What follows belongs to an exercise in optimizing a design on an open flow for small area; a production flow would make more cautious choices. RTL that was checked went through simulation tests only; none was proved equivalent to the original. No functional check of the RTL was part of runs 3 to 5. Power is estimated from default activity; no workload was simulated.

--- design/flow/config.mk ---
export PLATFORM = sky130hd
export DESIGN_NAME = Axi_Lite_Uart
export DESIGN_NICKNAME = Axi_Lite_Uart
export VERILOG_FILES = /design/flow/design.v
export SDC_FILE = /design/flow/constraint.sdc
export NUM_CORES = 4
export LEC_CHECK = 0
export CAP_MARGIN = 20
export CORE_MARGIN = 2
export CORE_UTILIZATION = 60
export CTS_BUF_LIST = sky130_fd_sc_hd__clkbuf_4
export CTS_CLUSTER_SIZE = 20
export SLEW_MARGIN = 20
export SYNTH_HIERARCHICAL = 1
export SYNTH_MINIMUM_KEEP_SIZE = 0
--- design/flow/constraint.sdc ---
create_clock -name core_clock -period 6.0 [get_ports {clock}]
set_input_delay 1.2000 -clock core_clock [delete_from_list [all_inputs] [get_ports {clock}]]
set_output_delay 1.2000 -clock core_clock [all_outputs]
set_load 0.01 [all_outputs]
--- design/flow/design.v ---
`timescale 1ns / 1ps
module baud_slice (
    input  q,
    input  ci,
    input  z,
    input  nl,
    input  bi,
    input  nh,
    input  gi,
    output d,
    output co,
    output bo,
    output go
);
    wire s = q ^ ci;
    assign co = q & ci;
    assign d  = s & ~z;
    assign bo = (s & nl) | (s & bi) | (nl & bi);
    assign go = (q & nh) | (q & gi) | (nh & gi);
endmodule
module baud_slice0 (
    input  q,
    input  z,
    input  nl,
    input  nh,
    output d,
    output co,
    output bo,
    output go
);
    assign co = q;
    assign d  = ~q & ~z;
    assign bo = ~q | nl;
    assign go = q & nh;
endmodule
`timescale 1ns / 1ps
module Axi_Lite_Uart (
    input         clock,
    input         reset,           
    input  [15:0] s_axi_awaddr,
    input         s_axi_awvalid,
    output        s_axi_awready,
    input  [31:0] s_axi_wdata,
    input         s_axi_wvalid,
    output        s_axi_wready,
    output [1:0]  s_axi_bresp,
    output        s_axi_bvalid,
    input         s_axi_bready,
    input  [15:0] s_axi_araddr,
    input         s_axi_arvalid,
    output        s_axi_arready,
    output [31:0] s_axi_rdata,
    output [1:0]  s_axi_rresp,
    output        s_axi_rvalid,
    input         s_axi_rready,
    input         RxD,
    output        TxD,
    input         CTS,
    output        RTS
);
    genvar k;
    integer i;
    reg        r_awready, r_wready, r_bvalid, r_bresp, r_arready, r_rvalid;
    reg [3:0]  r_awaddr;
    reg        r_awaddr_hz;       
    reg [3:0]  r_araddr;
    reg [31:0] r_reg1, r_reg2, r_reg3, r_rdata;
    reg        r_rx_valid_d, r_tx_ready_d, r_tx_valid, tx_empty_1d, tx_ren, tx_ren_lock;
    wire       tx_ready;          
    reg        rx_valid2;         
    wire       tx_full, tx_empty, rx_full, rx_empty;
    reg        tx_rvalid;
    reg  [7:0] rx_q;              
    assign s_axi_awready = r_awready;
    assign s_axi_wready  = r_wready;
    assign s_axi_bvalid  = r_bvalid;
    assign s_axi_bresp   = {r_bresp, 1'b0};
    assign s_axi_arready = r_arready;
    assign s_axi_rvalid  = r_rvalid;
    assign s_axi_rresp   = 2'b00;
    assign s_axi_rdata   = r_rdata;
    assign RTS           = rx_full;
    wire wen     = r_wready & s_axi_wvalid;
    wire rden    = r_rvalid & s_axi_rready;
    wire tx_wen  = r_bvalid & s_axi_bready & (s_axi_awaddr[3:0] == 4'h4);
    wire rx_wen  = rx_valid2 & ~r_rx_valid_d;
    wire rx_ren  = r_arready & s_axi_arvalid;
    wire tx_ready_pe = tx_ready & ~r_tx_ready_d;
    wire [31:0] wd  = s_axi_wdata & {32{reset}};
    wire        wra = wen & r_awaddr_hz;
    wire        we1 = ~reset | (wra & (r_awaddr == 4'h4));
    wire        we2 = ~reset | (wra & (r_awaddr == 4'h8));
    wire        we3 = ~reset | (wra & (r_awaddr == 4'hc));
    always @(posedge clock) begin
        if (we1) r_reg1 <= wd;
        if (we2) r_reg2 <= wd;
        if (we3) r_reg3 <= wd;
    end
    wire        rde = rden & r_awaddr_hz;
    wire        rs0 = reset & (r_araddr == 4'h0);
    wire        rs1 = reset & (r_araddr == 4'h4);
    wire        rs2 = reset & (r_araddr == 4'h8);
    wire        rs3 = reset & (r_araddr == 4'hc);
    wire [31:0] rd_mux = ({32{rs1}} & r_reg1) | ({32{rs2}} & r_reg2) |
                         ({32{rs3}} & r_reg3) | {24'h0, {8{rs0}} & rx_q};
    always @(posedge clock) begin
        if (~reset | rde) r_rdata <= rd_mux;
    end
    always @(posedge clock) begin
        if (~reset) begin
            r_awready   <= 1'b0;
            r_awaddr    <= 4'h0;
            r_awaddr_hz <= 1'b1;
            r_wready    <= 1'b0;
            r_bvalid    <= 1'b0;
            r_bresp     <= 1'b0;
            r_arready   <= 1'b0;
            r_araddr    <= 4'h0;
            r_rvalid    <= 1'b0;
            r_rx_valid_d <= 1'b0;
            r_tx_ready_d <= 1'b1;
            r_tx_valid  <= 1'b0;
            tx_empty_1d <= 1'b1;
            tx_ren      <= 1'b0;
            tx_ren_lock <= 1'b0;
        end else begin
            r_awready <= ~r_awready & s_axi_awvalid;
            if (r_awready & s_axi_awvalid) begin
                r_awaddr    <= s_axi_awaddr[3:0];
                r_awaddr_hz <= (s_axi_awaddr[15:4] == 12'h0);
            end
            r_wready <= ~r_wready & s_axi_wvalid;
            r_bvalid <= r_bvalid ? ~s_axi_bready : wen;
            if (~r_bvalid & wen & tx_full)
                r_bresp <= 1'b1;
            else if ((r_awready & ~r_bvalid & wen) | tx_ready)
                r_bresp <= 1'b0;
            r_arready <= ~r_arready & s_axi_arvalid;
            if (~r_arready & s_axi_arvalid)
                r_araddr <= s_axi_araddr[3:0];
            r_rvalid <= r_rvalid ? ~s_axi_rready : s_axi_arvalid;
            r_rx_valid_d <= rx_valid2;
            r_tx_ready_d <= tx_ready;
            if (~tx_empty_1d & tx_rvalid)
                r_tx_valid <= 1'b1;
            else if (tx_ready_pe)
                r_tx_valid <= 1'b0;
            tx_empty_1d <= tx_empty;
            if (tx_ren)
                tx_ren <= 1'b0;
            else if (tx_ready & ~tx_empty & ~tx_ren_lock)
                tx_ren <= 1'b1;
            if (tx_ren)
                tx_ren_lock <= 1'b1;
            else if (tx_ready_pe)
                tx_ren_lock <= 1'b0;
        end
    end
    reg rst_d1, rst_d2;
    always @(posedge clock or negedge reset) begin
        if (~reset) begin
            rst_d1 <= 1'b0;
            rst_d2 <= 1'b0;
        end else begin
            rst_d1 <= 1'b1;
            rst_d2 <= rst_d1;
        end
    end
    reg [7:0] tx_mem [0:7];
    reg [7:0] rx_mem [0:7];
    reg [3:0] tx_cnt, rx_cnt;
    reg [7:0] tx_q;               
    reg [7:0] rx_hold;            
    assign tx_full  = tx_cnt[3];
    assign tx_empty = (tx_cnt == 4'd0);
    assign rx_full  = rx_cnt[3];
    assign rx_empty = (rx_cnt == 4'd0);
    wire tx_push = tx_wen & ~tx_full;
    wire tx_pop  = tx_ren & ~tx_empty;
    wire rx_push = rx_wen & ~rx_full;
    wire rx_pop  = rx_ren & ~rx_empty;
    wire [2:0] tx_rd = tx_cnt[2:0] - 3'd1;
    wire [2:0] rx_rd = rx_cnt[2:0] - 3'd1;
    always @(posedge clock) begin
        if (tx_push) begin
            tx_mem[0] <= r_reg1[7:0];
            for (i = 1; i < 8; i = i + 1) tx_mem[i] <= tx_mem[i-1];
        end
        if (rx_push) begin
            rx_mem[0] <= rx_hold;
            for (i = 1; i < 8; i = i + 1) rx_mem[i] <= rx_mem[i-1];
        end
        if (tx_pop) tx_q <= tx_mem[tx_rd];
    end
    always @(posedge clock or negedge rst_d2) begin
        if (~rst_d2) begin
            tx_cnt    <= 4'd0;
            rx_cnt    <= 4'd0;
            rx_q      <= 8'h0;
            tx_rvalid <= 1'b0;
        end else begin
            tx_cnt    <= tx_cnt + {3'd0, tx_push} - {3'd0, tx_pop};
            rx_cnt    <= rx_cnt + {3'd0, rx_push} - {3'd0, rx_pop};
            if (rx_pop) rx_q <= rx_mem[rx_rd];
            tx_rvalid <= tx_pop;
        end
    end
    wire [23:0] div_num   = r_reg2[23:0];
    wire [3:0]  data_bit  = r_reg2[31:28];
    wire [1:0]  stop_bit  = r_reg2[27:26];
    wire [1:0]  check_bit = r_reg2[25:24];
    wire [23:0] nl = ~div_num;
    wire        nl24 = |div_num;
    reg  [23:0] tx_div_cnt, rx_div_cnt;
    reg         tx_u_clk, tx_u_clk_d, rx_u_clk, rx_u_clk_d;
    wire        tx_tick = tx_u_clk & ~tx_u_clk_d;
    wire        rx_tick = rx_u_clk & ~rx_u_clk_d;
    wire        rx_clr;
    wire [23:0] tx_nxt, rx_nxt;
    wire [24:0] tx_c, rx_c, tx_b, rx_b, tx_g, rx_g;
    wire        tx_z, rx_z;
    baud_slice0 u_tx_s0 (.q(tx_div_cnt[0]), .z(tx_z), .nl(nl[0]), .nh(nl[1]),
        .d(tx_nxt[0]), .co(tx_c[1]), .bo(tx_b[1]), .go(tx_g[1]));
    baud_slice0 u_rx_s0 (.q(rx_div_cnt[0]), .z(rx_z), .nl(nl[0]), .nh(nl[1]),
        .d(rx_nxt[0]), .co(rx_c[1]), .bo(rx_b[1]), .go(rx_g[1]));
    generate for (k = 1; k < 24; k = k + 1) begin : slice
        wire nh = (k < 23) ? nl[k+1] : 1'b1;
        baud_slice u_tx (.q(tx_div_cnt[k]), .ci(tx_c[k]), .z(tx_z), .nl(nl[k]), .bi(tx_b[k]),
            .nh(nh), .gi(tx_g[k]), .d(tx_nxt[k]), .co(tx_c[k+1]), .bo(tx_b[k+1]), .go(tx_g[k+1]));
        baud_slice u_rx (.q(rx_div_cnt[k]), .ci(rx_c[k]), .z(rx_z), .nl(nl[k]), .bi(rx_b[k]),
            .nh(nh), .gi(rx_g[k]), .d(rx_nxt[k]), .co(rx_c[k+1]), .bo(rx_b[k+1]), .go(rx_g[k+1]));
    end endgenerate
    wire tx_wrap = (tx_c[24] & nl24) | (tx_c[24] & tx_b[24]) | (nl24 & tx_b[24]);
    wire rx_wrap = (rx_c[24] & nl24) | (rx_c[24] & rx_b[24]) | (nl24 & rx_b[24]);
    assign tx_z = tx_wrap;
    assign rx_z = rx_clr | rx_wrap;
    always @(posedge clock or negedge reset) begin
        if (~reset) begin
            tx_div_cnt <= 24'd0;
            tx_u_clk   <= 1'b0;
            tx_u_clk_d <= 1'b0;
            rx_div_cnt <= 24'd0;
            rx_u_clk   <= 1'b0;
            rx_u_clk_d <= 1'b0;
        end else begin
            tx_div_cnt <= tx_nxt;
            tx_u_clk   <= ~tx_g[24];
            tx_u_clk_d <= tx_u_clk;
            rx_div_cnt <= rx_nxt;
            rx_u_clk   <= ~rx_clr & ~rx_g[24];
            rx_u_clk_d <= rx_u_clk;
        end
    end
    wire       rx_valid;          
    wire [7:0] rx_data;           
    reg [2:0] ov;                 
    reg       ov_a;               
    reg       ov_lock;            
    reg       rx_valid_d;
    reg       rx_valid1;
    wire start_edge = (ov == 3'b000) & ov_a;
    wire rx_end     = ~rx_valid & rx_valid_d;
    wire lock_nxt   = rx_end ? 1'b0 : start_edge ? 1'b1 : ov_lock;
    assign rx_clr   = ~ov_lock | ~lock_nxt;
    always @(posedge clock or negedge reset) begin
        if (~reset) begin
            ov          <= 3'd0;
            ov_a        <= 1'b0;
            ov_lock     <= 1'b0;
            rx_valid_d  <= 1'b0;
            rx_valid1   <= 1'b0;
            rx_valid2   <= 1'b0;
        end else begin
            ov          <= ov_lock ? 3'b111 : {ov[1:0], RxD};
            ov_a        <= ov[2];
            ov_lock     <= lock_nxt;
            rx_valid_d  <= rx_valid;
            if (tx_tick) begin
                rx_valid1 <= rx_valid;
                rx_valid2 <= rx_valid1;
            end
        end
    end
    always @(posedge clock) begin
        if (tx_tick & rx_valid & ~rx_valid1) rx_hold <= rx_data;
    end
    reg [3:0] rx_cnt_u;
    reg [7:0] rx_sr;
    reg       rx_vld, rx_chk;
    assign rx_valid = rx_vld;
    assign rx_data  = rx_sr;
    always @(posedge clock or negedge reset) begin
        if (~reset) begin
            rx_cnt_u <= 4'd0;
            rx_sr    <= 8'h0;
            rx_vld   <= 1'b0;
            rx_chk   <= 1'b0;
        end else if (rx_tick) begin
            if (rx_cnt_u == data_bit + stop_bit && check_bit == 0)
                rx_cnt_u <= 4'd0;
            else if (rx_cnt_u == data_bit + 1 + stop_bit && check_bit > 0)
                rx_cnt_u <= 4'd0;
            else if (RxD == 0 || rx_cnt_u > 0)
                rx_cnt_u <= rx_cnt_u + 1'b1;
            if (rx_cnt_u >= 1 && rx_cnt_u <= data_bit)
                rx_sr <= {RxD, rx_sr[7:1]};
            if (rx_cnt_u == data_bit && check_bit == 0)
                rx_vld <= 1'b1;
            else if (rx_cnt_u == data_bit + 1 && check_bit == 1 && RxD == ~rx_chk)
                rx_vld <= 1'b1;
            else if (rx_cnt_u == data_bit + 1 && check_bit == 2 && RxD == rx_chk)
                rx_vld <= 1'b1;
            else
                rx_vld <= 1'b0;
            if (rx_cnt_u >= 1 && rx_cnt_u <= data_bit)
                rx_chk <= rx_chk ^ RxD;
            else
                rx_chk <= 1'b0;
        end
    end
    reg       tx_out, tx_rdy, tx_chk, tx_cts;
    reg [3:0] tx_cnt_u;
    reg       tx_sr0;             
    reg [7:1] tx_sr_hi;           
    wire [7:0] tx_sr = {tx_sr_hi, tx_sr0};
    assign TxD      = tx_out;
    assign tx_ready = tx_rdy;
    wire tx_active = r_tx_valid & tx_rdy & ~tx_cts & ~CTS;
    always @(posedge clock) begin
        if (tx_tick) begin
            if (tx_active)
                tx_sr_hi <= tx_q[7:1];
            else if (!tx_rdy)
                tx_sr_hi <= {1'b0, tx_sr_hi[7:2]};
        end
    end
    always @(posedge clock or negedge reset) begin
        if (~reset) begin
            tx_cts   <= 1'b1;
            tx_rdy   <= 1'b1;
            tx_cnt_u <= 4'd0;
            tx_sr0   <= 1'b0;
            tx_out   <= 1'b1;
            tx_chk   <= 1'b0;
        end else if (tx_tick) begin
            tx_cts <= CTS;
            if (tx_active)
                tx_rdy <= 1'b0;
            else if (tx_cnt_u == data_bit + stop_bit - 1 && check_bit == 0)
                tx_rdy <= 1'b1;
            else if (tx_cnt_u == data_bit + stop_bit && check_bit > 0)
                tx_rdy <= 1'b1;
            if (tx_cnt_u == data_bit + stop_bit && check_bit == 0)
                tx_cnt_u <= 4'd0;
            else if (tx_cnt_u == data_bit + stop_bit + 1 && check_bit > 0)
                tx_cnt_u <= 4'd0;
            else if (!tx_rdy)
                tx_cnt_u <= tx_cnt_u + 1'b1;
            if (tx_active)
                tx_sr0 <= tx_q[0];
            else if (!tx_rdy)
                tx_sr0 <= tx_sr[1];
            if (tx_active)
                tx_out <= 1'b0;
            else if (tx_cnt_u == data_bit && check_bit > 0)
                tx_out <= check_bit == 1 ? ~tx_chk : tx_chk;
            else if (tx_cnt_u >= data_bit && check_bit == 0)
                tx_out <= 1'b1;
            else if (tx_cnt_u >= data_bit + 1 && check_bit > 0)
                tx_out <= 1'b1;
            else if (!tx_rdy)
                tx_out <= tx_sr0;
            else
                tx_out <= 1'b1;
            if (tx_cnt_u == data_bit)
                tx_chk <= 1'b0;
            else
                tx_chk <= tx_chk ^ tx_sr0;
        end
    end
endmodule
--- design/flow/run.sh ---
#!/bin/bash
# synth_recipe.tcl (not shown) runs the flow's synth.tcl, then flattens the netlist and writes it again
# the make line also repeats each setting of config.mk as NAME=value (left out here)
make -C /OpenROAD-flow-scripts/flow DESIGN_CONFIG=/design/flow/config.mk WORK_HOME=/design/flow/orfs CLKGATE_MAP_FILE= SYNTH_SCRIPT=/design/flow/synth_recipe.tcl finish
==> results.yml, run 1 <==
status:
  run_status: "failed layout checks"
  check-failures: "setup timing"
power:
  p_leak_uw: 0.00848
  powerDensity_nw_per_um2: 337
  vdd.ir_drop.worst_v: 0.000263
clocking:
  cts_tree: "yes"
  clk-insertion-delay-late_ns: 0.77
  max-clock-path-buffers: 3
  ctsRootBufferMaster: "sky130_fd_sc_hd__clkbuf_4"
  clkSlewWorstSetupHoldPaths_ns: 0.07
  clock_sink_count: 402
  numCtsBuffers: 101
  h-tree-depth: 3
routing:
  detail_route.wirelength_um: 38100
  detailroute.via_count: 11200
  detailedRoute.firstIterationViolations: 713
  drt_drc_violations_left: 0
  routedWlPerCell_um: 19.3
  route.antenna.remaining_nets: 0
  drt_pass1_iterations: 5
  via_density: 5.71
global_route:
  grt_remaining_overflow: 0
  maximum_number_of_pins_on_one_net_before_global_route_repair: 80
  antenna_violations_before_repair: 1
  busiest_layer_in_global_routing: "met2"
  gr-usage-met2_pct: 40.0
  grt_first_pass_wirelength_um: 60000
  grt_use_total_pct: 24.9
  first_global_vias: 11400
  use_met1_pct: 34.0
  global_route.usage.met3_pct: 4.55
synthesis:
  main_combinational_cell_family_by_area_after_synthesis: "adder cells"
  post_synth_and_or_nand_nor_area_fraction_pct: 9.53
  synth_area_leaders: "sky130_fd_sc_hd__edfxtp_1 (47%), sky130_fd_sc_hd__dfrtp_1 (14%), sky130_fd_sc_hd__maj3_2 (5.8%)"
  syn_inst: 1289
  yosysWarningCount: 9
  synth-edff-count: 279
  post_synth_xor_area_fraction_pct: 1.62
  synth_sequential_area_ratio_pct: 63.4
  unique_masters_post_synth: 62
  asyncSetResetFlopFracSynth_pct: 25.4
  synth.avg_cell_area_um2: 13.9
  synth_ff_type: "sky130_fd_sc_hd__edfxtp_1"
  post_synth_mux_area_share_pct: 3.88
  synth-compound-area-share_pct: 6.99
  synth_top_area_share_pct: 46.8
  synthesis.area_um2: 17900
  ys_seq_elements: 402
  synth_area_leader_cell: "sky130_fd_sc_hd__edfxtp_1"
  synth_adder_area_share_pct: 11.9
setup_path:
  worst_reg_to_reg_setup_slack_ns: -2.43
  crit_path_max_fanout: 12
  cp.required_ns: 6.62
  r2r_cells: 27
  critical_path.reg2reg.startpoint: "rx_div_cnt[1]$_DFF_PN0_"
  timing_worst_setup_path_type: "reg -> reg"
  crit_end: "rx_div_cnt[22]$_DFF_PN0_"
  cp-end-kind: "flip-flop"
  arrival_ns: 9.04
  startpoint: "rx_div_cnt[1]$_DFF_PN0_"
  r2r_end: "rx_div_cnt[22]$_DFF_PN0_"
  critPathLaunchType: "flip-flop"
cells_and_area:
  final_nets: 1649
  stdcell_count: 1971
  finalCoreUtilization_pct: 71.8
  final_layout_size_suffix_gt1_share_pct: 24.7
  n_fill_cell: 2096
  syn_to_final_growth_pct: 18.3
timing:
  finalSetupViolations: 50
  timing.setup.tns_ns: -118.12
  timing.slew.headroom_pct: 31.2
  final_hold_viol_count: 0
  period_needed_ns: 8.43
  fmax_mhz: 119
  worst-slew-pin-transition_ns: 1.03
  final_max_slew_viol_count: 0
  rsz0062_at_grt: "true"
  post-route-period-util_pct: 140
  layout_setup_ws_ns: -2.43
  worst_clock_skew_ns: 0.0938
flow_run:
  drv_cap: 0
floorplan:
  floorplan.core_area_um2: 29500
  design.portCount: 116
  fp.dieH_um: 177
  initial_core_util_pct: 60.7
  die-width_um: 177
  die_area_um2: 31200
  rows: 63
placed_design:
  detailed_place_hpwl_um: 24400
  place_inst: 1770
  placement.io_buffers: 100
  placer_s_final_routability_congestion_estimate: 0.792
hold_path:
  min-delay-path-class: "reg -> async"
## flip-flops by register name, summed over array words and instances (netlist names), 7 cells and up
| register | flops |
|---|---|
| tx_mem | 64 |
| r_reg2 | 32 |
| rx_sr | 8 |
| tx_div_cnt | 24 |
| r_reg1 | 32 |
| rx_hold | 8 |
| rx_q | 8 |
| r_reg3 | 32 |
| rx_div_cnt | 24 |
| r_rdata | 32 |
| rx_mem | 64 |
| tx_sr_hi | 7 |
| tx_q | 8 |
## Yosys stat by module, one instance, submodules excluded
module	cells	flops+latches	cell area, µm²	times used
baud_slice	4	0	41.3	46
baud_slice0	4	0	23.8	2
Axi_Lite_Uart	1097	402	16000	1
## worst min-delay path by stage
stage                                start             endpoint  depth (start not counted)  slack, ns
after CTS                 rst_d2$_DFF_PN0_  tx_cnt[0]$_DFF_PN0_                          0       0.34
after global placement    rst_d1$_DFF_PN0_     rst_d2$_DFF_PN0_                          0       0.33
after detailed placement  rst_d1$_DFF_PN0_     rst_d2$_DFF_PN0_                          0       0.34
after global routing      rst_d1$_DFF_PN0_     rst_d2$_DFF_PN0_                          0       0.36
final                     rst_d2$_DFF_PN0_  tx_cnt[1]$_DFF_PN0_                          0       0.32
after floorplan           rst_d2$_DFF_PN0_  rx_cnt[0]$_DFF_PN0_                          0       0.21
## placed cells by master, fill, tap and decap left out, drive strengths merged, types with 52 or more instances in the layout
master         instances
o21ai                 65
clkdlybuf4s50         99
buf                   52
edfxtp               279
ha                    80
nand2                 64
dfrtp                 99
maj3                  95
clkbuf               162
nor2b                 65
inv                   60
## cells in the mapped netlist, types with 23 or more instances
cell	n
sky130_fd_sc_hd__and2_1	39
sky130_fd_sc_hd__a21oi_1	34
sky130_fd_sc_hd__inv_1	57
sky130_fd_sc_hd__maj3_2	92
sky130_fd_sc_hd__edfxtp_1	279
sky130_fd_sc_hd__a22oi_1	24
sky130_fd_sc_hd__nand2_1	64
sky130_fd_sc_hd__nand3_1	45
sky130_fd_sc_hd__nor2b_1	65
sky130_fd_sc_hd__clkbuf_1	43
sky130_fd_sc_hd__mux2_2	23
sky130_fd_sc_hd__nor2_1	33
sky130_fd_sc_hd__dfrtp_1	99
sky130_fd_sc_hd__o21ai_0	61
sky130_fd_sc_hd__ha_1	80
## stage by stage
stage               instance area [µm²]  total power [µW]  setup WS [ns]  hold WS, ns
floorplan                         18000              4300          -2.24        0.213
CTS                               21200              7200          -2.47        0.336
global placement                  19600              4700          -2.29        0.332
finish                            21200              7130          -2.43        0.320
global route                      21200              7490          -2.66        0.356
detailed placement                19600              4730          -2.45        0.336
## power by group
group	switching, µW	internal, µW	leakage (µW)	total (µW)
clock	1110	1320	0.000837	2430
combinational	627	637	0.00350	1260
sequential	240	3200	0.00413	3440
total	1980	5150	0.00848	7130
## area by class of cell
| type | count | area (µm²) | area share [%] |
|---|---|---|---|
| clock buffer | 162 | 1220 | 5.75 |
| multi-input combinational | 777 | 6280 | 29.7 |
| inverter | 59 | 221 | 1.05 |
| tap | 390 | 488 | 2.31 |
| sequential | 402 | 11400 | 53.6 |
| antenna | 1 | 2.50 | 0.0118 |
| timing repair buffer | 151 | 1410 | 6.68 |
| clock inverter | 29 | 188 | 0.887 |
## worst max-delay path, cell delays in order (launching register included)
cell and delay (ns):
sky130_fd_sc_hd__dfrtp_1 0.41, sky130_fd_sc_hd__ha_4 0.25, sky130_fd_sc_hd__maj3_2 0.29, sky130_fd_sc_hd__maj3_2 0.31, sky130_fd_sc_hd__maj3_2 0.31, sky130_fd_sc_hd__maj3_2 0.31, sky130_fd_sc_hd__maj3_2 0.31, sky130_fd_sc_hd__maj3_2 0.30
sky130_fd_sc_hd__maj3_2 0.30, sky130_fd_sc_hd__maj3_2 0.31, sky130_fd_sc_hd__maj3_2 0.31, sky130_fd_sc_hd__maj3_2 0.31, sky130_fd_sc_hd__maj3_2 0.30, sky130_fd_sc_hd__maj3_2 0.31, sky130_fd_sc_hd__maj3_2 0.31, sky130_fd_sc_hd__maj3_2 0.30
sky130_fd_sc_hd__maj3_2 0.31, sky130_fd_sc_hd__maj3_2 0.31, sky130_fd_sc_hd__maj3_2 0.31, sky130_fd_sc_hd__maj3_2 0.31, sky130_fd_sc_hd__maj3_2 0.31, sky130_fd_sc_hd__maj3_2 0.31, sky130_fd_sc_hd__maj3_2 0.30, sky130_fd_sc_hd__maj3_2 0.31
sky130_fd_sc_hd__maj3_2 0.36, sky130_fd_sc_hd__a21oi_4 0.21, sky130_fd_sc_hd__o21bai_4 0.17, sky130_fd_sc_hd__nor2b_1 0.15
## cells by family (layout without fill, tap and decap cells)
logic type | count (synthesis) | in the layout
adders and majority gates | 177 | 179
other | 2 | 7
muxes | 49 | 49
and+or+nand+nor | 315 | 315
DFF | 402 | 402
AOI/OAI and AO/OA | 196 | 198
buffers and inverters | 118 | 401
xor gates and xnor gates | 30 | 30
## repair_timing
| action | CTS | global route |
|---|---|---|
| hold endpoints to repair | 0 | 0 |
| hold buffers | 0 | 0 |
| cloned | 4 | 0 |
| buffers inserted | 4 | 1 |
| endpoints found under the setup margin | 50 | 50 |
| pin swaps | 12 | 21 |
| resized for setup | 6 | 3 |
## routing by layer
metal,wire [µm],vias up
met4,928,0
met3,2230,71
met2,18200,350
met5,0,-
li1,-,5268
met1,16700,5556
==> inputs of run 2 (changes only) <==
--- a/design/flow/config.mk
+++ b/design/flow/config.mk
@@ -9,5 +9,3 @@
 export CORE_MARGIN = 2
-export CORE_UTILIZATION = 60
-export CTS_BUF_LIST = sky130_fd_sc_hd__clkbuf_4
-export CTS_CLUSTER_SIZE = 20
+export CORE_UTILIZATION = 40
 export SLEW_MARGIN = 20
==> run 2 against run 1 <==
Effect of this change:
- via count is 6.3% lower
- highest routed layer unchanged
- combinational power hardly changed
- the layout still fails its checks (setup timing)
- critical path depth stayed put
- largest cell class unchanged
- non-clock buffer count is 9 lower
- worst setup slack worse by 0.042 ns
==> results.yml, run 2 <==
clocking:
  clkSlewWorstSetupHoldPaths_ns: 0.06
  clk-insertion-delay-late_ns: 0.56
  h-tree-depth: 2
  ctsRootBufferMaster: "sky130_fd_sc_hd__clkbuf_16"
  numCtsBuffers: 43
  cts_tree: "yes"
  clock_sink_count: 402
  max-clock-path-buffers: 3
  ctsHoldBuffers: 0
timing:
  final.hold.worst_slack_ns: 0.332
  layout_setup_ws_ns: -2.47
  rsz0062_at_grt: "true"
  post-route-period-util_pct: 141
  worst-slew-pin-transition_ns: 1.13
  finalSetupViolations: 50
  period_needed_ns: 8.47
  timing.slew.headroom_pct: 24.6
  final_max_slew_viol_count: 0
  fmax_mhz: 118
  worst_clock_skew_ns: 0.0130
  final_hold_viol_count: 0
setup_path:
  r2r_end: "rx_div_cnt[12]$_DFF_PN0_"
  arrival_ns: 8.95
  startpoint: "rx_div_cnt[1]$_DFF_PN0_"
  timing_worst_setup_path_type: "reg -> reg"
  cp.required_ns: 6.48
  critPathLaunchType: "flip-flop"
  r2r_cells: 27
  worst_reg_to_reg_setup_slack_ns: -2.47
  critical_path.reg2reg.startpoint: "rx_div_cnt[1]$_DFF_PN0_"
  crit_path_max_fanout: 12
  cp-end-kind: "flip-flop"
synthesis:
  ranking_of_synthesized_cells_by_instance_count: "sky130_fd_sc_hd__edfxtp_1 (279), sky130_fd_sc_hd__dfrtp_1 (99), sky130_fd_sc_hd__maj3_2 (92)"
  asyncSetResetFlopFracSynth_pct: 25.4
  unique_masters_post_synth: 62
  synth-edff-count: 279
  ys_seq_elements: 402
  synthesis.area_um2: 17900
  synth_top_area_share_pct: 46.8
  syn_inst: 1289
  synth_most_common_cell: "sky130_fd_sc_hd__edfxtp_1"
  synth_area_leaders: "sky130_fd_sc_hd__edfxtp_1 (47%), sky130_fd_sc_hd__dfrtp_1 (14%), sky130_fd_sc_hd__maj3_2 (5.8%)"
  synth_ff_type: "sky130_fd_sc_hd__edfxtp_1"
  synth.avg_cell_area_um2: 13.9
  synth_area_leader_cell: "sky130_fd_sc_hd__edfxtp_1"
  synth_sequential_area_ratio_pct: 63.4
  yosysWarningCount: 9
global_route:
  grt_remaining_overflow: 0
  maximum_number_of_pins_on_one_net_before_global_route_repair: 80
  antenna_violations_before_repair: 0
  first_global_vias: 11000
  grt_first_pass_wirelength_um: 61500
  grt_use_total_pct: 16.8
cells_and_area:
  insertedDiodeCount: 0
  final_cell_mix: "sky130_fd_sc_hd__edfxtp_1 (279), sky130_fd_sc_hd__clkdlybuf4s50_1 (99), sky130_fd_sc_hd__dfrtp_1 (99)"
  finalCoreUtilization_pct: 48.1
  syn_to_final_growth_pct: 18.7
  mostFrequentLayoutCell: "sky130_fd_sc_hd__edfxtp_1"
  n_fill_cell: 3817
  regArea_um2: 11400
  multi_input_comb_area_um2: 6250
  layout_top_registers: "rx_mem x64, tx_mem x64"
  final_layout_size_suffix_gt1_share_pct: 18.5
  final_nets: 1580
placed_design:
  detailed_place_hpwl_um: 25200
  placer_s_final_routability_congestion_estimate: 0.781
  place_worst_setup_slack_ns: -2.46
  placement.io_buffers: 100
floorplan:
  rows: 77
  design.portCount: 116
  fp.dieH_um: 216
  floorplan.core_area_um2: 44200
  die_area_um2: 46500
  die-width_um: 216
  initial_core_util_pct: 40.5
power:
  vdd.ir_drop.worst_v: 0.000188
  netSwitchingPower_uw: 1980
  power_frac_clock_pct: 35.3
  switching_share_pct: 27.2
  internal_power_uw: 5310
  pwr-share-comb_pct: 17.5
  p_leak_uw: 0.00825
  seq_power_share_pct: 47.2
  powerDensity_nw_per_um2: 343
flow_run:
  drv_cap: 0
routing:
  detail_route.wirelength_um: 38500
  detailedRoute.firstIterationViolations: 713
  via_density: 5.14
  route.antenna.remaining_nets: 0
  detailroute.via_count: 10500
  routedWlPerCell_um: 18.8
  drt_drc_violations_left: 0
  drt_pass1_iterations: 5
hold_path:
  min-delay-path-class: "reg -> async"
status:
  check-failures: "setup timing"
  run_status: "failed layout checks"
==> run 2: how the worst max path moves through the flow <==
stage | endpoint | slack, ns | cells after the start
after global routing | rx_div_cnt[12]$_DFF_PN0_ | -2.71 | 27
after CTS | rx_div_cnt[12]$_DFF_PN0_ | -2.48 | 27
after floorplan | tx_div_cnt[10]$_DFF_PN0_ | -2.24 | 27
after detailed placement | tx_div_cnt[4]$_DFF_PN0_ | -2.46 | 26
final | rx_div_cnt[12]$_DFF_PN0_ | -2.47 | 27
after global placement | rx_div_cnt[3]$_DFF_PN0_ | -2.38 | 27
==> run 2: metal layers <==
| metal | part of all wire [%] | global-route usage [%] | vias up |
|---|---|---|---|
| li1 | - | - | 5049 |
| met1 | 47 | 23.8 | 5212 |
| met2 | 46 | 26.7 | 230 |
| met3 | 4.6 | 3.27 | 48 |
| met4 | 1.6 | 3.95 | 0 |
| met5 | 0 | 0 | - |
==> run 2: area by class of cell <==
type | count | share of cell area [%]
Clock inverter | 21 | 0.783
Timing Repair Buffer | 142 | 6.25
Tap cell | 592 | 3.49
Clock buffer | 59 | 5.58
Multi-Input combinational cell | 775 | 29.4
Sequential cell | 402 | 53.4
Inverter | 59 | 1.04
==> run 2: cells by family (layout without fill, tap and decap cells) <==
group	after synthesis	in the layout	share of synthesized area (%)
fa+ha+maj	177	178	11.9
mux	49	49	3.88
buf+inv	118	281	2.62
xor+xnor	30	30	1.62
compound gates	196	197	6.99
flops	402	402	63.4
other cells	2	6	0.0420
simple gates	315	315	9.53
==> run 2: metrics by stage <==
stage	std cells	total power [µW]	TNS (ns)	instance area (µm²)
after floorplan	1293	4300	-107.17	18000
after global placement	1967	4730	-117.31	19800
after detailed placement	1967	4760	-119.81	19800
after CTS	2049	7360	-121.36	21200
after global routing	2050	7650	-130.72	21300
final	2050	7280	-119.92	21300
==> run 2: per-module statistics from Yosys, one instance, submodules excluded <==
| module | copies in the design | cells inside | cell area [µm²] |
|---|---|---|---|
| Axi_Lite_Uart | 1 | 1097 | 16000 |
| baud_slice0 | 2 | 4 | 23.8 |
| baud_slice | 46 | 4 | 41.3 |
==> run 2: repair_timing <==
item / in CTS / in global routing
resized for setup: 4 / 6
gates cloned: 1 / 1
pin swaps: 25 / 22
endpoints found under the setup margin: 50 / 50
setup buffers: 1 / 0
==> run 2: critical path: stages (launching register included) <==
cell,delay (ns)
sky130_fd_sc_hd__dfrtp_1,0.41
sky130_fd_sc_hd__ha_4,0.25
sky130_fd_sc_hd__maj3_2,0.30
sky130_fd_sc_hd__maj3_2,0.31
sky130_fd_sc_hd__maj3_2,0.31
sky130_fd_sc_hd__maj3_2,0.32
sky130_fd_sc_hd__maj3_2,0.32
sky130_fd_sc_hd__maj3_2,0.32
sky130_fd_sc_hd__maj3_2,0.31
sky130_fd_sc_hd__maj3_2,0.31
sky130_fd_sc_hd__maj3_2,0.31
sky130_fd_sc_hd__maj3_2,0.31
sky130_fd_sc_hd__maj3_2,0.31
sky130_fd_sc_hd__maj3_2,0.31
sky130_fd_sc_hd__maj3_2,0.31
sky130_fd_sc_hd__maj3_2,0.31
sky130_fd_sc_hd__maj3_2,0.31
sky130_fd_sc_hd__maj3_2,0.31
sky130_fd_sc_hd__maj3_2,0.31
sky130_fd_sc_hd__maj3_2,0.30
sky130_fd_sc_hd__maj3_2,0.30
sky130_fd_sc_hd__maj3_2,0.30
sky130_fd_sc_hd__maj3_2,0.30
sky130_fd_sc_hd__maj3_2,0.30
sky130_fd_sc_hd__maj3_2,0.36
sky130_fd_sc_hd__a21oi_4,0.23
sky130_fd_sc_hd__o21bai_4,0.17
sky130_fd_sc_hd__nor2b_1,0.17
==> run 2: power groups by stage <==
stage | combinational [µW] | sequential [µW] | clock (µW)
final | 1270 | 3440 | 2570
after global routing | 1430 | 3480 | 2750
after CTS | 1280 | 3440 | 2640
after detailed placement | 1260 | 3500 | 0
after global placement | 1240 | 3490 | 0
after floorplan | 930 | 3370 | 0
==> inputs of run 3 (changes only) <==
--- a/design/flow/design.v
+++ b/design/flow/design.v
@@ -1,35 +1,71 @@
 `timescale 1ns / 1ps
-module baud_slice (
+module g_nand2 (input a, input b, output y); assign y = ~(a & b); endmodule
+module g_nor2  (input a, input b, output y); assign y = ~(a | b); endmodule
+module g_xnor2 (input a, input b, output y); assign y = ~(a ^ b); endmodule
+module g_nor2b (input a, input bn, output y); assign y = ~a & bn; endmodule    
+module g_nand2b(input an, input b, output y); assign y = an | ~b; endmodule    
+module g_a21oi  (input a1, input a2, input b1, output y); assign y = ~((a1 & a2) | b1); endmodule
+module g_o21ai  (input a1, input a2, input b1, output y); assign y = ~((a1 | a2) & b1); endmodule
+module slice_p (
+    input  q,       
+    input  c,       
+    input  b,       
+    input  g,       
+    input  z,       
+    input  dv,      
+    input  dh,      
+    output d,       
+    output cn,      
+    output bn,      
+    output gn       
+);
+    wire ns, bg, bp, gg, gp;
+    g_xnor2 u_s  (.a(q), .b(c), .y(ns));               
+    g_nand2 u_c  (.a(q), .b(c), .y(cn));
+    g_nor2  u_d  (.a(ns), .b(z), .y(d));
+    g_nor2  u_bg (.a(ns), .b(dv), .y(bg));             
+    g_nand2 u_bp (.a(ns), .b(dv), .y(bp));             
+    g_a21oi u_b  (.a1(bp), .a2(b), .b1(bg), .y(bn));
+    g_nor2b  u_gg (.a(dh), .bn(q), .y(gg));            
+    g_nand2b u_gp (.an(q), .b(dh), .y(gp));            
+    g_a21oi  u_g  (.a1(gp), .a2(g), .b1(gg), .y(gn));
+endmodule
+module slice_n (
     input  q,
-    input  ci,
+    input  cn,
+    input  bn,
+    input  gn,
     input  z,
-    input  nl,
-    input  bi,
-    input  nh,
-    input  gi,
+    input  nv,      
+    input  nh,      
     output d,
-    output co,
-    output bo,
-    output go
+    output c,
+    output b,
+    output g
 );
-    wire s = q ^ ci;
-    assign co = q & ci;
-    assign d  = s & ~z;
-    assign bo = (s & nl) | (s & bi) | (nl & bi);
-    assign go = (q & nh) | (q & gi) | (nh & gi);
+    wire s, bgn, bpn, ggn, gpn;
+    g_xnor2 u_s  (.a(q), .b(cn), .y(s));               
+    g_nor2b u_c  (.a(cn), .bn(q), .y(c));
+    g_nor2b u_d  (.a(z), .bn(s), .y(d));
+    g_nand2 u_bg (.a(s), .b(nv), .y(bgn));
+    g_nor2  u_bp (.a(s), .b(nv), .y(bpn));
+    g_o21ai u_b  (.a1(bpn), .a2(bn), .b1(bgn), .y(b));
+    g_nand2 u_gg (.a(q), .b(nh), .y(ggn));
+    g_nor2  u_gp (.a(q), .b(nh), .y(gpn));
+    g_o21ai u_g  (.a1(gpn), .a2(gn), .b1(ggn), .y(g));
 endmodule
-module baud_slice0 (
+module slice_0 (
     input  q,
     input  z,
-    input  nl,
+    input  nv,
     input  nh,
     output d,
-    output co,
-    output bo,
-    output go
+    output c,
+    output b,
+    output g
 );
-    assign co = q;
-    assign d  = ~q & ~z;
-    assign bo = ~q | nl;
-    assign go = q & nh;
+    assign c = q;
+    assign d = ~(q | z);
+    assign b = ~q | nv;
+    assign g = q & nh;
 endmodule
@@ -181,4 +217,11 @@
     wire rx_pop  = rx_ren & ~rx_empty;
-    wire [2:0] tx_rd = tx_cnt[2:0] - 3'd1;
-    wire [2:0] rx_rd = rx_cnt[2:0] - 3'd1;
+    reg  [7:0] tx_rdata, rx_rdata;
+    always @(*) begin
+        tx_rdata = 8'h0;
+        rx_rdata = 8'h0;
+        for (i = 0; i < 8; i = i + 1) begin
+            tx_rdata = tx_rdata | ({8{tx_cnt == i + 1}} & tx_mem[i]);
+            rx_rdata = rx_rdata | ({8{rx_cnt == i + 1}} & rx_mem[i]);
+        end
+    end
     always @(posedge clock) begin
@@ -192,3 +235,3 @@
         end
-        if (tx_pop) tx_q <= tx_mem[tx_rd];
+        if (tx_pop) tx_q <= tx_rdata;
     end
@@ -203,3 +246,3 @@
             rx_cnt    <= rx_cnt + {3'd0, rx_push} - {3'd0, rx_pop};
-            if (rx_pop) rx_q <= rx_mem[rx_rd];
+            if (rx_pop) rx_q <= rx_rdata;
             tx_rvalid <= tx_pop;
@@ -212,3 +255,3 @@
     wire [23:0] nl = ~div_num;
-    wire        nl24 = |div_num;
+    wire        div_zero = ~|div_num;
     reg  [23:0] tx_div_cnt, rx_div_cnt;
@@ -221,15 +264,23 @@
     wire        tx_z, rx_z;
-    baud_slice0 u_tx_s0 (.q(tx_div_cnt[0]), .z(tx_z), .nl(nl[0]), .nh(nl[1]),
-        .d(tx_nxt[0]), .co(tx_c[1]), .bo(tx_b[1]), .go(tx_g[1]));
-    baud_slice0 u_rx_s0 (.q(rx_div_cnt[0]), .z(rx_z), .nl(nl[0]), .nh(nl[1]),
-        .d(rx_nxt[0]), .co(rx_c[1]), .bo(rx_b[1]), .go(rx_g[1]));
+    slice_0 u_tx_s0 (.q(tx_div_cnt[0]), .z(tx_z), .nv(nl[0]), .nh(nl[1]),
+        .d(tx_nxt[0]), .c(tx_c[1]), .b(tx_b[1]), .g(tx_g[1]));
+    slice_0 u_rx_s0 (.q(rx_div_cnt[0]), .z(rx_z), .nv(nl[0]), .nh(nl[1]),
+        .d(rx_nxt[0]), .c(rx_c[1]), .b(rx_b[1]), .g(rx_g[1]));
     generate for (k = 1; k < 24; k = k + 1) begin : slice
+        wire dh = (k < 23) ? div_num[k+1] : 1'b0;
         wire nh = (k < 23) ? nl[k+1] : 1'b1;
-        baud_slice u_tx (.q(tx_div_cnt[k]), .ci(tx_c[k]), .z(tx_z), .nl(nl[k]), .bi(tx_b[k]),
-            .nh(nh), .gi(tx_g[k]), .d(tx_nxt[k]), .co(tx_c[k+1]), .bo(tx_b[k+1]), .go(tx_g[k+1]));
-        baud_slice u_rx (.q(rx_div_cnt[k]), .ci(rx_c[k]), .z(rx_z), .nl(nl[k]), .bi(rx_b[k]),
-            .nh(nh), .gi(rx_g[k]), .d(rx_nxt[k]), .co(rx_c[k+1]), .bo(rx_b[k+1]), .go(rx_g[k+1]));
+        if (k % 2 == 1) begin : p
+            slice_p u_tx (.q(tx_div_cnt[k]), .c(tx_c[k]), .b(tx_b[k]), .g(tx_g[k]), .z(tx_z),
+                .dv(div_num[k]), .dh(dh), .d(tx_nxt[k]), .cn(tx_c[k+1]), .bn(tx_b[k+1]), .gn(tx_g[k+1]));
+            slice_p u_rx (.q(rx_div_cnt[k]), .c(rx_c[k]), .b(rx_b[k]), .g(rx_g[k]), .z(rx_z),
+                .dv(div_num[k]), .dh(dh), .d(rx_nxt[k]), .cn(rx_c[k+1]), .bn(rx_b[k+1]), .gn(rx_g[k+1]));
+        end else begin : n
+            slice_n u_tx (.q(tx_div_cnt[k]), .cn(tx_c[k]), .bn(tx_b[k]), .gn(tx_g[k]), .z(tx_z),
+                .nv(nl[k]), .nh(nh), .d(tx_nxt[k]), .c(tx_c[k+1]), .b(tx_b[k+1]), .g(tx_g[k+1]));
+            slice_n u_rx (.q(rx_div_cnt[k]), .cn(rx_c[k]), .bn(rx_b[k]), .gn(rx_g[k]), .z(rx_z),
+                .nv(nl[k]), .nh(nh), .d(rx_nxt[k]), .c(rx_c[k+1]), .b(rx_b[k+1]), .g(rx_g[k+1]));
+        end
     end endgenerate
-    wire tx_wrap = (tx_c[24] & nl24) | (tx_c[24] & tx_b[24]) | (nl24 & tx_b[24]);
-    wire rx_wrap = (rx_c[24] & nl24) | (rx_c[24] & rx_b[24]) | (nl24 & rx_b[24]);
+    wire tx_wrap = ~((tx_c[24] & div_zero) | (tx_c[24] & tx_b[24]) | (div_zero & tx_b[24]));
+    wire rx_wrap = ~((rx_c[24] & div_zero) | (rx_c[24] & rx_b[24]) | (div_zero & rx_b[24]));
     assign tx_z = tx_wrap;
@@ -246,6 +297,6 @@
             tx_div_cnt <= tx_nxt;
-            tx_u_clk   <= ~tx_g[24];
+            tx_u_clk   <= tx_g[24];
             tx_u_clk_d <= tx_u_clk;
             rx_div_cnt <= rx_nxt;
-            rx_u_clk   <= ~rx_clr & ~rx_g[24];
+            rx_u_clk   <= ~rx_clr & rx_g[24];
             rx_u_clk_d <= rx_u_clk;
==> design/flow/flow/run.sh (new file) <==
#!/bin/bash
# Standard ORFS layout (the standard.sh) with two changes:
#  - port buffers use the smallest buffer cell instead of the resizer's pick;
#  - CTS clusters up to 30 sinks within 200 um and inserts no dummy loads.
# make's full output goes to standard.log; ORFS keeps per-step logs in orfs/logs.
set -euo pipefail
bash standard.sh \
  "BUFFER_PORTS_ARGS=-buffer_cell sky130_fd_sc_hd__buf_1" \
  "CTS_ARGS=-sink_clustering_enable -repair_clock_nets -dont_use_dummy_load -sink_clustering_size 30 -sink_clustering_max_diameter 200" \
  "RECOVER_POWER=100" \
  finish > standard.log 2>&1
==> design/flow/standard.sh (new file) <==
#!/bin/bash
# synth_recipe.tcl (not shown) runs the flow's synth.tcl, then flattens the netlist and writes it again
# the make line also repeats each setting of config.mk as NAME=value (left out here)
make -C /OpenROAD-flow-scripts/flow DESIGN_CONFIG=/design/flow/config.mk WORK_HOME=/design/flow/orfs CLKGATE_MAP_FILE= SYNTH_SCRIPT=/design/flow/synth_recipe.tcl "${@:-finish}"
--- a/design/flow/config.mk
+++ b/design/flow/config.mk
@@ -9,3 +9,3 @@
 export CORE_MARGIN = 2
-export CORE_UTILIZATION = 40
+export CORE_UTILIZATION = 60
 export SLEW_MARGIN = 20
removed: design/flow/run.sh
==> run 3 against run 2 <==
Effect of this change:
- fails the layout checks on capacitance limit, slew limit
- cell area decreased by 5.2%
- flip-flop and latch count unchanged
- synthesized cell count increased by 22%
- routed wire length about the same
- combinational power increased by 7%
- power decreased by 17%
- critical path depth increased by 2
- largest cell class unchanged
- first-iteration DRC count increased by 33%
- sequential power decreased by 1%
- utilization increased by 16 points
==> results.yml, run 3 <==
cells_and_area:
  final_nets: 1764
  syn_to_final_growth_pct: 6.14
  final_cell_mix: "sky130_fd_sc_hd__edfxtp_1 (279), sky130_fd_sc_hd__nand2_1 (195), sky130_fd_sc_hd__nor2_1 (125)"
  layout_top_registers: "rx_mem x64, tx_mem x64"
  mostFrequentLayoutCell: "sky130_fd_sc_hd__edfxtp_1"
  final_layout_size_suffix_gt1_share_pct: 10.5
floorplan:
  rows: 65
  initial_core_util_pct: 60.5
  die-width_um: 182
  floorplan.core_area_um2: 31400
  design.portCount: 116
  fp.dieH_um: 182
  die_area_um2: 33100
setup_path:
  critPathLaunchType: "flip-flop"
  cp_slowest_cell: "sky130_fd_sc_hd__inv_1"
  cp.required_ns: 6.41
  crit_path_max_fanout: 14
  critical-path-top-cell-by-count: "sky130_fd_sc_hd__nand2_1"
  cp-end-kind: "flip-flop"
  arrival_ns: 5.74
  timing.critical_path.slowest_cell_delay_ns: 0.47
  timing_worst_setup_path_type: "reg -> reg"
timing:
  final_hold_viol_count: 0
  timing.setup.tns_ns: 0
  rsz0062_at_grt: "false"
  final_max_slew_viol_count: 408
  post-route-period-util_pct: 88.9
  timing.slew.headroom_pct: -128
  period_needed_ns: 5.33
  worst_clock_skew_ns: 0.0540
  finalSetupViolations: 0
  fmax_mhz: 188
  final.hold.worst_slack_ns: 0.383
  worst-slew-pin-transition_ns: 3.42
global_route:
  antenna_violations_before_repair: 2
  first_global_vias: 11500
  maximum_number_of_pins_on_one_net_before_global_route_repair: 106
  grt_use_total_pct: 23.6
  grt_first_pass_wirelength_um: 61500
  grt_remaining_overflow: 0
synthesis:
  synth-edff-count: 279
  synth_top_area_share_pct: 44.1
  synth_area_leader_cell: "sky130_fd_sc_hd__edfxtp_1"
  asyncSetResetFlopFracSynth_pct: 25.4
  unique_masters_post_synth: 69
  synthesis.area_um2: 19000
  ranking_of_synthesized_cells_by_instance_count: "sky130_fd_sc_hd__edfxtp_1 (279), sky130_fd_sc_hd__nand2_1 (195), sky130_fd_sc_hd__nor2_1 (125)"
  yosysWarningCount: 9
  ys_seq_elements: 402
  synth_area_leaders: "sky130_fd_sc_hd__edfxtp_1 (44%), sky130_fd_sc_hd__dfrtp_1 (13%), sky130_fd_sc_hd__nor2b_4 (4.9%)"
  synth_sequential_area_ratio_pct: 59.8
  syn_inst: 1569
  synth_ff_type: "sky130_fd_sc_hd__edfxtp_1"
  synth_most_common_cell: "sky130_fd_sc_hd__edfxtp_1"
  synth.avg_cell_area_um2: 12.1
clocking:
  ctsRootBufferMaster: "sky130_fd_sc_hd__clkbuf_16"
  max-clock-path-buffers: 3
  numCtsBuffers: 17
  cts_tree: "yes"
  clk-insertion-delay-late_ns: 0.53
  clkSlewWorstSetupHoldPaths_ns: 0.11
  clock_sink_count: 402
  cts.repair.resized: 0
  h-tree-depth: 1
  postCtsSetupBuffers: 0
  ctsHoldBuffers: 0
power:
  p_leak_uw: 0.00712
  powerDensity_nw_per_um2: 300
  vdd.ir_drop.worst_v: 0.000293
  total_power_uw: 6060
status:
  run_status: "failed layout checks"
  check-failures: "capacitance limit, slew limit"
routing:
  detailroute.via_count: 11800
  wl_met3_um: 1400
  drt_pass1_iterations: 5
  route.antenna.remaining_nets: 0
  drt_drc_violations_left: 0
  routedWlPerCell_um: 18.8
  met2_wirelength_um: 18800
  detail_route.wirelength_um: 38500
  drt-met1-wl_um: 17600
  detailedRoute.firstIterationViolations: 950
  via_density: 5.73
  highest-signal-layer: "met4"
flow_run:
  drv_cap: 8
placed_design:
  detailed_place_hpwl_um: 25800
  placer_s_final_routability_congestion_estimate: 0.837
  placement.io_buffers: 100
hold_path:
  min-delay-path-class: "reg -> reg"
run 3: layout make-up:
type                       count  area (µm²)
antenna                        2        5.00
clock buffer                  17         425
fill                        2466       11200
inverter                      58         218
multi-input combinational   1051        7160
sequential                   402       11400
tap                          402         503
timing repair buffer         119         492
run 3: final timing paths:
path | startpoint | to | depth (start not counted) | slack, ns
max | tx_div_cnt[0]$_DFF_PN0_ | tx_div_cnt[15]$_DFF_PN0_ | 29 | 0.67
min | ov[2]$_DFF_PN0_ | ov_a$_DFF_PN0_ | 0 | 0.38
max reg2reg | tx_div_cnt[0]$_DFF_PN0_ | tx_div_cnt[15]$_DFF_PN0_ | 29 | 0.67
min reg2reg | ov[2]$_DFF_PN0_ | ov_a$_DFF_PN0_ | 0 | 0.38
max in group asynchronous | reset | rx_div_cnt[8]$_DFF_PN0_ | 2 | 1.25
min in group asynchronous | rst_d2$_DFF_PN0_ | tx_cnt[0]$_DFF_PN0_ | 0 | 0.40
run 3: logic make-up after synthesis:
group | count (synthesis) | synth area share (%)
compound gates | 325 | 11.8
fa+ha+maj | 44 | 3.03
simple gates | 559 | 16.9
buf+inv | 122 | 2.62
other cells | 2 | 0.0395
xor+xnor | 78 | 3.67
mux | 37 | 2.13
flops | 402 | 59.8
run 3: per-layer routing:
layer  vias up  GRT usage [%]
met5         -              0
met4         0           5.48
met3        41           2.15
met2       225           39.7
met1      5783           33.6
li1       5704              -
run 3: critical path: cells and delay by family, from the launching register on:
| family | cells | cell delay [ns] |
|---|---|---|
| flip-flops | 1 | 0.43 |
| AND/OR/NAND/NOR | 17 | 2.19 |
| AO/OA/AOI/OAI | 8 | 1.26 |
| adder cells (fa/ha/maj) | 1 | 0.33 |
| XOR/XNOR | 1 | 0.27 |
| buffers and inverters | 2 | 0.70 |
run 3: through the flow:
| step | std cells | setup WS (ns) | instance area, µm² | util [%] |
|---|---|---|---|---|
| after floorplan | 1575 | 1.10 | 19000 | - |
| after global placement | 2032 | 0.889 | 19900 | 63.2 |
| after detailed placement | 2032 | 0.766 | 19900 | 63.2 |
| after CTS | 2049 | 0.665 | 20300 | 64.6 |
| after global routing | 2050 | 0.175 | 20200 | 64.2 |
| final | 2051 | 0.668 | 20200 | 64.2 |
run 3: power by group:
group          leakage (µW)  switching, µW  total (µW)  internal, µW
clock              0.000210            789        1300           515
combinational       0.00278            811        1360           550
sequential          0.00414            196        3390          3200
total               0.00712           1800        6060          4260
run 3: modules after synthesis, one instance, submodules excluded, excerpt:
module,cells,flops+latches,copies in the design,area [µm²]
slice_0,4,0,2,23.8
g_nor2b,1,0,68,13.8
g_xnor2,1,0,46,8.76
g_nand2b,1,0,24,6.26
g_o21ai,1,0,44,5.00
g_nor2,1,0,92,3.75
g_nand2,1,0,92,3.75
==> inputs of run 4 (changes only) <==
--- a/design/flow/flow/run.sh
+++ b/design/flow/flow/run.sh
@@ -9,3 +9,2 @@
   "CTS_ARGS=-sink_clustering_enable -repair_clock_nets -dont_use_dummy_load -sink_clustering_size 30 -sink_clustering_max_diameter 200" \
-  "RECOVER_POWER=100" \
   finish > standard.log 2>&1
==> run 4 against run 3 <==
Effect of this change:
- the run now finishes clean
- sequential share of layout area decreased by 0.34 points
- flip-flop and latch count unchanged
- cell count about the same
- largest power group unchanged
- combinational power hardly changed
- critical path type unchanged
- non-clock buffer count is the same
- hold slack gained 0.0033 ns
- via count is essentially flat
- clock skew is 0.00075 ns higher
- critical path depth did not move
- clock power is essentially flat
- largest cell class unchanged
- worst setup slack better by 0.10 ns
- power up 0.23%
==> results.yml, run 4 <==
routing:
  route.antenna.remaining_nets: 0
  via_density: 5.73
  drt_pass1_iterations: 5
  routedWlPerCell_um: 18.8
  detailroute.via_count: 11800
  detailedRoute.firstIterationViolations: 889
  drt_drc_violations_left: 0
  detail_route.wirelength_um: 38500
floorplan:
  rows: 65
  initial_core_util_pct: 60.5
  die_area_um2: 33100
  die-width_um: 182
  design.portCount: 116
  floorplan.core_area_um2: 31400
  fp.dieH_um: 182
setup_path:
  crit_path_max_fanout: 16
  cp_slowest_cell: "sky130_fd_sc_hd__dfrtp_1"
  timing.critical_path.slowest_cell_delay_ns: 0.44
  critical-path-top-cell-by-count: "sky130_fd_sc_hd__nand2_1"
  timing_worst_setup_path_type: "reg -> reg"
  critPathLaunchType: "flip-flop"
  cp.required_ns: 6.35
  arrival_ns: 5.58
  cp-end-kind: "flip-flop"
power:
  powerDensity_nw_per_um2: 299
  p_leak_uw: 0.00722
  vdd.ir_drop.worst_v: 0.000290
flow_run:
  drv_cap: 0
global_route:
  global_route.usage.met3_pct: 2.15
  first_global_vias: 11500
  grt_remaining_overflow: 0
  use_met1_pct: 33.6
  maximum_number_of_pins_on_one_net_before_global_route_repair: 106
  antenna_violations_before_repair: 1
  busiest_layer_in_global_routing: "met2"
  grt_first_pass_wirelength_um: 61500
  gr-usage-met2_pct: 39.7
  grt_use_total_pct: 23.6
timing:
  post-route-period-util_pct: 87.2
  final.hold.worst_slack_ns: 0.387
  timing.setup.tns_ns: 0
  worst_clock_skew_ns: 0.0547
  worst-slew-pin-transition_ns: 1.04
  fmax_mhz: 191
  finalSetupViolations: 0
  timing.slew.headroom_pct: 30.3
  rsz0062_at_grt: "false"
  final_max_slew_viol_count: 0
  period_needed_ns: 5.23
  final_hold_viol_count: 0
cells_and_area:
  final_cell_mix: "sky130_fd_sc_hd__edfxtp_1 (279), sky130_fd_sc_hd__nand2_1 (194), sky130_fd_sc_hd__nor2_1 (125)"
  final_nets: 1764
  layout_top_registers: "rx_mem x64, tx_mem x64"
  final_layout_size_suffix_gt1_share_pct: 11.8
  syn_to_final_growth_pct: 6.79
  mostFrequentLayoutCell: "sky130_fd_sc_hd__edfxtp_1"
synthesis:
  asyncSetResetFlopFracSynth_pct: 25.4
  synth_area_leader_cell: "sky130_fd_sc_hd__edfxtp_1"
  syn_inst: 1569
  ranking_of_synthesized_cells_by_instance_count: "sky130_fd_sc_hd__edfxtp_1 (279), sky130_fd_sc_hd__nand2_1 (195), sky130_fd_sc_hd__nor2_1 (125)"
  ys_seq_elements: 402
  synth_ff_type: "sky130_fd_sc_hd__edfxtp_1"
  synth_most_common_cell: "sky130_fd_sc_hd__edfxtp_1"
  synth-edff-count: 279
  synth_top_area_share_pct: 44.1
  synth_area_leaders: "sky130_fd_sc_hd__edfxtp_1 (44%), sky130_fd_sc_hd__dfrtp_1 (13%), sky130_fd_sc_hd__nor2b_4 (4.9%)"
  yosysWarningCount: 9
  synthesis.area_um2: 19000
  unique_masters_post_synth: 69
  synth.avg_cell_area_um2: 12.1
  synth_sequential_area_ratio_pct: 59.8
clocking:
  max-clock-path-buffers: 3
  ctsHoldBuffers: 0
  clock_sink_count: 402
  numCtsBuffers: 17
  postCtsSetupBuffers: 0
  clk-insertion-delay-late_ns: 0.53
  cts_tree: "yes"
  clkSlewWorstSetupHoldPaths_ns: 0.11
  h-tree-depth: 1
  cts.repair.resized: 0
  ctsRootBufferMaster: "sky130_fd_sc_hd__clkbuf_16"
placed_design:
  detailed_place_hpwl_um: 25800
  placement.io_buffers: 100
  placer_s_final_routability_congestion_estimate: 0.837
hold_path:
  min-delay-path-class: "reg -> reg"
status:
  run_status: "timing/DRC/antenna clean"
[run 4: final timing paths]
check / startpoint / end / slack [ns] / depth (start not counted)
worst max-delay path: rx_div_cnt[0]$_DFF_PN0_ / rx_div_cnt[9]$_DFF_PN0_ / 0.77 / 29
worst min-delay path: ov[2]$_DFF_PN0_ / ov_a$_DFF_PN0_ / 0.39 / 0
worst max register to register: rx_div_cnt[0]$_DFF_PN0_ / rx_div_cnt[9]$_DFF_PN0_ / 0.77 / 29
worst min register to register: ov[2]$_DFF_PN0_ / ov_a$_DFF_PN0_ / 0.39 / 0
max in group asynchronous: reset / rx_div_cnt[8]$_DFF_PN0_ / 4.33 / 2
min in group asynchronous: rst_d2$_DFF_PN0_ / tx_cnt[0]$_DFF_PN0_ / 0.40 / 0
[run 4: per-stage QoR]
step | instance area (µm²) | utilization (%) | power, µW | worst slack [ns] | std cells
2_1_floorplan | 19000 | - | 4430 | 1.10 | 1575
3_3_place_gp | 19900 | 63.2 | 4790 | 0.889 | 2032
3_5_place_dp | 19900 | 63.2 | 4830 | 0.766 | 2032
4_1_cts | 20300 | 64.6 | 6120 | 0.665 | 2049
5_1_grt | 20300 | 64.6 | 6380 | 0.260 | 2050
6_report | 20300 | 64.6 | 6070 | 0.770 | 2050
[run 4: modules after synthesis (local to each module, per instance), excerpt]
module | flip-flops and latches | times used | cell area, µm² | cells
Axi_Lite_Uart | 402 | 1 | 16100 | 1147
slice_0 | 0 | 2 | 23.8 | 4
g_xnor2 | 0 | 46 | 8.76 | 1
g_a21oi | 0 | 48 | 8.76 | 1
g_nand2b | 0 | 24 | 6.26 | 1
g_nor2 | 0 | 92 | 3.75 | 1
g_nand2 | 0 | 92 | 3.75 | 1
[run 4: power by group]
group / leakage (µW) / total [µW] / internal [µW] / switching, µW
Combinational: 0.00287 / 1370 / 557 / 813
Clock: 0.000209 / 1310 / 515 / 794
Sequential: 0.00414 / 3390 / 3190 / 197
[run 4: logic make-up after synthesis]
family                     count (synthesis)  share of synthesized area [%]
xor gates and xnor gates                  78                           3.67
other                                      2                         0.0395
and+or+nand+nor                          559                           16.9
AOI/OAI and AO/OA                        325                           11.8
adders and majority gates                 44                           3.03
muxes                                     37                           2.13
DFF                                      402                           59.8
buffers and inverters                    122                           2.62
[run 4: worst max-delay path, delay by kind of cell (launching register included)]
family                     cells  cell delay (ns)
and+or+nand+nor               24             3.26
DFF                            1             0.44
buffers and inverters          1             0.40
adders and majority gates      1             0.35
xor gates and xnor gates       1             0.30
AOI/OAI and AO/OA              2             0.26
[run 4: layout make-up]
class                   instances  area [µm²]
inverters                      58         218
clock buffers                  17         425
repair buffers                119         547
well taps                     402         503
multi-input cells            1051        7230
diodes                          1        2.50
flip-flops and latches        402       11400
fillers                      2438       11100
[run 4: layer usage]
layer  wire length [µm]  part of all wire, %  vias to the layer above
met5                  0                    0                        -
met4                784                  2.0                        0
met3               1390                  3.6                       41
met2              18700                   49                      226
met1              17600                   46                     5777
li1                   -                    -                     5710
==> inputs of run 5 (changes only) <==
--- a/design/flow/flow/run.sh
+++ b/design/flow/flow/run.sh
@@ -9,2 +9,3 @@
   "CTS_ARGS=-sink_clustering_enable -repair_clock_nets -dont_use_dummy_load -sink_clustering_size 30 -sink_clustering_max_diameter 200" \
+  "ABC_LOAD_IN_FF=1" \
   finish > standard.log 2>&1
==> run 5 against run 4 <==
Effect of this change:
- still clean on timing, DRC and antenna
- global-route usage down 0.20 points
- clock power is essentially flat
- clock skew increased by 0.024 ns
- die area down 3.6%
- hold slack worse by 0.026 ns
- first-iteration DRC count decreased by 4.4%
- synthesized area is 3.6% lower
- non-clock buffer count down 2
- sequential share of layout area up 2.1 points
- power decreased by 1.7%
- combinational power decreased by about 10%
- critical path type unchanged
==> results.yml, run 5 <==
status:
  run_status: "timing/DRC/antenna clean"
synthesis:
  synthesis.area_um2: 18300
  synth_area_leaders: "sky130_fd_sc_hd__edfxtp_1 (46%), sky130_fd_sc_hd__dfrtp_1 (14%), sky130_fd_sc_hd__nand2_1 (4.0%)"
  yosysWarningCount: 9
  synth_sequential_area_ratio_pct: 62.0
  synth-edff-count: 279
  synth_ff_type: "sky130_fd_sc_hd__edfxtp_1"
  syn_inst: 1569
clocking:
  h-tree-depth: 1
  ctsRootBufferMaster: "sky130_fd_sc_hd__clkbuf_16"
  numCtsBuffers: 17
  clock_sink_count: 402
  cts_tree: "yes"
  clk-insertion-delay-late_ns: 0.54
routing:
  drt_drc_violations_left: 0
  route.antenna.remaining_nets: 0
  routedWlPerCell_um: 18.1
  via_density: 5.68
  detailroute.via_count: 11600
setup_path:
  timing.critical_path.slowest_cell_delay_ns: 0.45
  cp_slowest_cell: "sky130_fd_sc_hd__dfrtp_1"
  cp.required_ns: 6.40
  critPathLaunchType: "flip-flop"
  cp-end-kind: "flip-flop"
  critical-path-top-cell-by-count: "sky130_fd_sc_hd__nand2_1"
hold_path:
  min-delay-path-class: "reg -> async"
placed_design:
  placement.io_buffers: 100
global_route:
  grt_use_total_pct: 23.4
  grt_remaining_overflow: 0
  first_global_vias: 11200
  busiest_layer_in_global_routing: "met2"
  global_route.usage.met3_pct: 2.37
  use_met1_pct: 33.0
floorplan:
  initial_core_util_pct: 61.3
  die_area_um2: 31900
  rows: 63
  die-width_um: 179
timing:
  timing.slew.headroom_pct: 33.9
  rsz0062_at_grt: "false"
  finalSetupViolations: 0
  fmax_mhz: 189
  final_max_slew_viol_count: 0
  worst-slew-pin-transition_ns: 0.988
  final_hold_viol_count: 0
power:
  vdd.ir_drop.worst_v: 0.000222
  switching_share_pct: 29.2
  internal_power_uw: 4230
cells_and_area:
  layout_top_registers: "rx_mem x64, tx_mem x64"
  final_cell_mix: "sky130_fd_sc_hd__edfxtp_1 (279), sky130_fd_sc_hd__nand2_1 (194), sky130_fd_sc_hd__nor2_1 (125)"
[run 5: changes by cell type in the layout (fill, tap and decap cells not counted), moves of 38 or more]
cell                      previous run  this run
sky130_fd_sc_hd__and2_1             40         2
sky130_fd_sc_hd__nor2b_1            16        85
sky130_fd_sc_hd__and2_0              0        38
sky130_fd_sc_hd__a21oi_2            48         0
sky130_fd_sc_hd__a21oi_1            41        89
sky130_fd_sc_hd__nor2b_4            68         0
[run 5: Yosys stat by module, one instance, submodules excluded, a selection]
| module | cell area, µm² | times used | cells | flip-flops and latches |
|---|---|---|---|---|
| Axi_Lite_Uart | 16100 | 1 | 1147 | 402 |
| slice_0 | 23.8 | 2 | 4 | 0 |
| g_xnor2 | 8.76 | 46 | 1 | 0 |
| g_nand2b | 6.26 | 24 | 1 | 0 |
| g_nor2b | 6.26 | 68 | 1 | 0 |
| g_a21oi | 5.00 | 48 | 1 | 0 |
| g_o21ai | 5.00 | 44 | 1 | 0 |
| g_nand2 | 3.75 | 92 | 1 | 0 |
| g_nor2 | 3.75 | 92 | 1 | 0 |
[run 5: worst paths after layout]
| path | from | to | slack, ns | depth (start not counted) |
|---|---|---|---|---|
| setup / recovery | rx_div_cnt[0]$_DFF_PN0_ | rx_div_cnt[9]$_DFF_PN0_ | 0.70 | 29 |
| hold / removal | rst_d2$_DFF_PN0_ | rx_q[6]$_DFFE_PN0P_ | 0.36 | 0 |
| setup reg to reg | rx_div_cnt[0]$_DFF_PN0_ | rx_div_cnt[9]$_DFF_PN0_ | 0.70 | 29 |
| hold reg to reg | rst_d2$_DFF_PN0_ | rx_q[6]$_DFFE_PN0P_ | 0.36 | 0 |
| max in group asynchronous | reset | rx_div_cnt[9]$_DFF_PN0_ | 4.30 | 2 |
| min in group core_clock | rst_d1$_DFF_PN0_ | rst_d2$_DFF_PN0_ | 0.37 | 0 |
[run 5: through the flow]
| step | std cells | hold slack, ns | cell area (µm²) | total power (µW) | worst slack [ns] |
|---|---|---|---|---|---|
| 6_report | 2036 | 0.361 | 19600 | 5970 | 0.698 |
| 3_5_place_dp | 2018 | 0.341 | 19100 | 4720 | 0.546 |
| 2_1_floorplan | 1575 | 0.213 | 18300 | 4360 | 1.38 |
| 5_1_grt | 2036 | 0.386 | 19600 | 6280 | 0.0183 |
| 3_3_place_gp | 2018 | 0.332 | 19100 | 4690 | 0.623 |
| 4_1_cts | 2035 | 0.376 | 19500 | 6020 | 0.451 |
[run 5: power groups by stage]
stage / combinational (µW) / clock (µW) / sequential, µW
after floorplan: 972 / 0 / 3390
after global placement: 1210 / 0 / 3490
after detailed placement: 1230 / 0 / 3490
after CTS: 1240 / 1350 / 3430
after global routing: 1390 / 1420 / 3470
final: 1230 / 1300 / 3440
[run 5: cell type report]
type	count	area, µm²	area share (%)
inverters	58	218	1.11
clock buffers	17	425	2.18
repair buffers	117	519	2.66
flip-flops and latches	402	11400	58.1
well taps	390	488	2.50
multi-input cells	1051	6540	33.5
diodes	1	2.50	0.0128
[run 5: cell families (layout without fill, tap and decap cells)]
kind of cell | count (synthesis) | count (layout) | synth area share (%)
AND/OR/NAND/NOR | 559 | 559 | 14.7
other | 2 | 9 | 0.0410
flip-flops | 402 | 402 | 62.0
AO/OA/AOI/OAI | 325 | 325 | 11.3
buffers and inverters | 122 | 192 | 2.71
XOR/XNOR | 78 | 78 | 3.81
adder cells (fa/ha/maj) | 44 | 44 | 3.14
multiplexers | 37 | 37 | 2.21
[run 5: timing repair]
action                                 in CTS  in global routing
endpoints found under the hold margin       0                  0
setup endpoints to repair                   0                 17
gates resized for setup                     0                  1
[run 5: critical path, delay by kind of cell (launching register included)]
family                   cells  cell delay, ns
AO/OA/AOI/OAI                1            0.15
XOR/XNOR                     1            0.18
adder cells (fa/ha/maj)      1            0.21
buffers and inverters        1            0.27
flip-flops                   1            0.45
AND/OR/NAND/NOR             25            3.93
[run 5: metal layers]
layer  up-vias  share of wire (%)
met2       181                 48
met4         0                2.4
met5         -                  0
met1      5654                 46
li1       5697                  -
met3        42                3.0
